This is an optimization exercise on Yosys and OpenROAD, whose aim is small area, not a production implementation. Function was checked by simulation only, so behaviour that the tests miss may differ from the original. No activity file was given, so power comes from the tool's default toggle rates.

// MIPS_CP1_13
module MIPS_CP1_13(
  input clk,
        rst,
  output [7:0]  imem_addr,
  input  [31:0] imem_rdata,
  output        dmem_re,
  output        dmem_we,
  output [31:0] dmem_addr,
  output [31:0] dmem_wdata,
  input  [31:0] dmem_rdata
);
Size: about 2300 flip-flops, roughly 140 I/O pins, roughly 100000 um^2 of cells after synthesis.
==> flow/config.mk <==
export PLATFORM = sky130hd
export DESIGN_NAME = MIPS_CP1_13
export DESIGN_NICKNAME = MIPS_CP1_13
export VERILOG_FILES = /design/flow/design.v
export SDC_FILE = /design/flow/constraint.sdc
export NUM_CORES = 4
export LEC_CHECK = 0
export CAP_MARGIN = 20
export CELL_PAD_IN_SITES_DETAIL_PLACEMENT = 1
export CELL_PAD_IN_SITES_GLOBAL_PLACEMENT = 1
export CORE_MARGIN = 2
export CORE_UTILIZATION = 45
export CTS_BUF_LIST = sky130_fd_sc_hd__clkbuf_8
export CTS_CLUSTER_DIAMETER = 80
export CTS_CLUSTER_SIZE = 15
export PLACE_DENSITY = 0.55
export SLEW_MARGIN = 20
export SYNTH_HIERARCHICAL = 1
export SYNTH_MINIMUM_KEEP_SIZE = 0
==> flow/constraint.sdc <==
create_clock -name core_clock -period 10.0 [get_ports {clk}]
set_input_delay 2.0000 -clock core_clock [delete_from_list [all_inputs] [get_ports {clk}]]
set_output_delay 2.0000 -clock core_clock [all_outputs]
set_load 0.01 [all_outputs]
standard.sh (not shown) runs the stock make flow with config.mk's settings and CLKGATE_MAP_FILE= SYNTH_SCRIPT=/design/flow/synth_recipe.tcl, a recipe that flattens the netlist after the stock synthesis.
==> flow/flow/run.sh <==
#!/bin/bash
# Layout flow: the standard ORFS flow (standard.sh, unchanged synthesis,
# floorplan, power grid, placement, routing), with two placement/CTS options:
#  - port buffers use the smallest buffer cell (sky130_fd_sc_hd__buf_1)
#  - clock tree synthesis without dummy balancing loads, with the same
#    sink clustering as config.mk asks for
# The full make/ORFS output goes to flow_standard.log in the work folder;
# ORFS's per-step logs stay under orfs/logs/.
set -euo pipefail
LOG="$PWD/flow_standard.log"
if ! bash standard.sh \
    "BUFFER_PORTS_ARGS=-buffer_cell sky130_fd_sc_hd__buf_1" \
    "CTS_ARGS=-sink_clustering_enable -repair_clock_nets -dont_use_dummy_load -sink_clustering_size 15 -sink_clustering_max_diameter 80 -buf_list {sky130_fd_sc_hd__clkbuf_8}" \
    finish > "$LOG" 2>&1; then
  tail -50 "$LOG"
  exit 1
fi
tail -5 "$LOG"
Change:
- CORE_UTILIZATION: 45 -> 50
- PLACE_DENSITY: 0.55 -> 0.6
Combinational power decreases by a few percent. Total power came out lower slightly. Setup slack is worse by 0.062 ns. Via count grows slightly. Global-route usage is higher by 2.9 points. Final area went down slightly.
Change:
- CORE_UTILIZATION: 50 -> 55
- PLACE_DENSITY: 0.6 -> 0.65
The new run completed with no timing, DRC or antenna violations.
Core utilization came out higher by 5.5 points.
Fmax came out higher by 1.8%.
Flip-flop and latch count does not change.
Clock power came out lower by about 0.9%.
Change:
- CORE_UTILIZATION: 55 -> 35
- PLACE_DENSITY: 0.65 -> 0.5
Combinational power goes up by about 4%.
Final cell count rose by about 14%.
Final area is higher by about 1.9%.
Count of clock-buffer cells in the layout goes up by 14.
Core utilization falls by 21 points.
Synthesized cell count is unchanged.

* * *

Setup of the previous run:
Another version of the RTL of MIPS_CP1_13 (not shown whole).
Size: roughly 0.10 sq mm of cells after synthesis.
Settings: LEC_CHECK=0, CAP_MARGIN=20, CELL_PAD_IN_SITES_DETAIL_PLACEMENT=1, CELL_PAD_IN_SITES_GLOBAL_PLACEMENT=1, CORE_MARGIN=2, CORE_UTILIZATION=35, CTS_BUF_LIST=sky130_fd_sc_hd__clkbuf_8 sky130_fd_sc_hd__clkbuf_16, CTS_CLUSTER_DIAMETER=100, CTS_CLUSTER_SIZE=25, PLACE_DENSITY=0.5, SLEW_MARGIN=20, SYNTH_HIERARCHICAL=1, SYNTH_MINIMUM_KEEP_SIZE=0; clock period 10.0 ns.
==> flow/flow/run.sh <==
#!/bin/bash
# Layout flow: the standard ORFS flow (standard.sh, unchanged synthesis,
# floorplan, power grid, placement, routing), with two placement/CTS options:
#  - port buffers use the smallest buffer cell (sky130_fd_sc_hd__buf_1)
#  - clock tree synthesis without dummy balancing loads, with the same
#    sink clustering as config.mk asks for
# The full make/ORFS output goes to flow_standard.log in the work folder;
# ORFS's per-step logs stay under orfs/logs/.
set -euo pipefail
LOG="$PWD/flow_standard.log"
if ! bash standard.sh \
    "BUFFER_PORTS_ARGS=-buffer_cell sky130_fd_sc_hd__buf_1" \
    "CTS_ARGS=-sink_clustering_enable -repair_clock_nets -dont_use_dummy_load -sink_clustering_size 25 -sink_clustering_max_diameter 100 -buf_list {sky130_fd_sc_hd__clkbuf_8 sky130_fd_sc_hd__clkbuf_16}" \
    finish > "$LOG" 2>&1; then
  tail -50 "$LOG"
  exit 1
fi
tail -5 "$LOG"
Inputs modified between the previous run and the current run:
- CTS_CLUSTER_SIZE now 15, was 25
- CTS_BUF_LIST now sky130_fd_sc_hd__clkbuf_8, was sky130_fd_sc_hd__clkbuf_8 sky130_fd_sc_hd__clkbuf_16
- CTS_CLUSTER_DIAMETER now 80, was 100
-- flow/flow/run.sh --
<<< the previous run, line 12
    "BUFFER_PORTS_ARGS=-buffer_cell sky130_fd_sc_hd__buf_1" \
    "CTS_ARGS=-sink_clustering_enable -repair_clock_nets -dont_use_dummy_load -sink_clustering_size 25 -sink_clustering_max_diameter 100 -buf_list {sky130_fd_sc_hd__clkbuf_8 sky130_fd_sc_hd__clkbuf_16}" \
    finish > "$LOG" 2>&1; then
>>> the current run, line 12
    "BUFFER_PORTS_ARGS=-buffer_cell sky130_fd_sc_hd__buf_1" \
    "CTS_ARGS=-sink_clustering_enable -repair_clock_nets -dont_use_dummy_load -sink_clustering_size 15 -sink_clustering_max_diameter 80 -buf_list {sky130_fd_sc_hd__clkbuf_8}" \
    finish > "$LOG" 2>&1; then
Findings:
- Per the final summary, the current run finished and its layout is clean on timing, DRC and antenna.
- Routed wire length grows slightly when moving from the previous run to the current run.
- Aggregate global-route resource usage in the current run vs the previous run: up 0.15 points
- The previous run → the current run: post-detailed-route via-to-cell ratio now sits lower; clock network power share dropped 0.8 points; total power dropped 0.83%; wire length per cell essentially unchanged.
- The current run against the previous run: internal reg-to-reg setup slack fell by 40 ps; gate count of the mapped netlist flat; routed length on met2 flat.

-- afterwards: timing with drivers on the ports --
The flow's constraints put no driver on any port. The routed layouts listed below were extracted and timed again, unchanged, in two steps.
Step 1 sets driving cells, clkbuf_16 on the clock port and buf_2 on the other inputs (assumed; they add their load-dependent delay and slew).
Step 2, shift: input delay + t, output delay - t, t = (earliest + latest rising clock arrival at the registers) / 2. This alone moves slack from input paths to output paths.
Three values: ideal, step 1, step 2; two values: the first two.
run	shift t [ns]	slack for setup (ns)	worst setup path at the end	clock arrival spread, ns	pins driven straight from the clock port
the first run of note 1	1.075	1.529 / 1.529 / 1.529	register to register	0.135 / 0.135	1
the second run of note 1	1.069	1.466 / 1.466 / 1.466	register to register	0.128 / 0.129	1
the third run of note 1	1.073	1.621 / 1.621 / 1.621	register to register	0.117 / 0.118	1
the fourth run of note 1	1.131	1.595 / 1.595 / 1.595	register to register	0.165 / 0.165	1
the previous run	0.998	0.476 / 0.476 / 0.476	register to register	0.088 / 0.088	1
the current run	1.121	0.439 / 0.439 / 0.439	register to register	0.145 / 0.145	1
After both steps setup and hold are still met in every run listed.
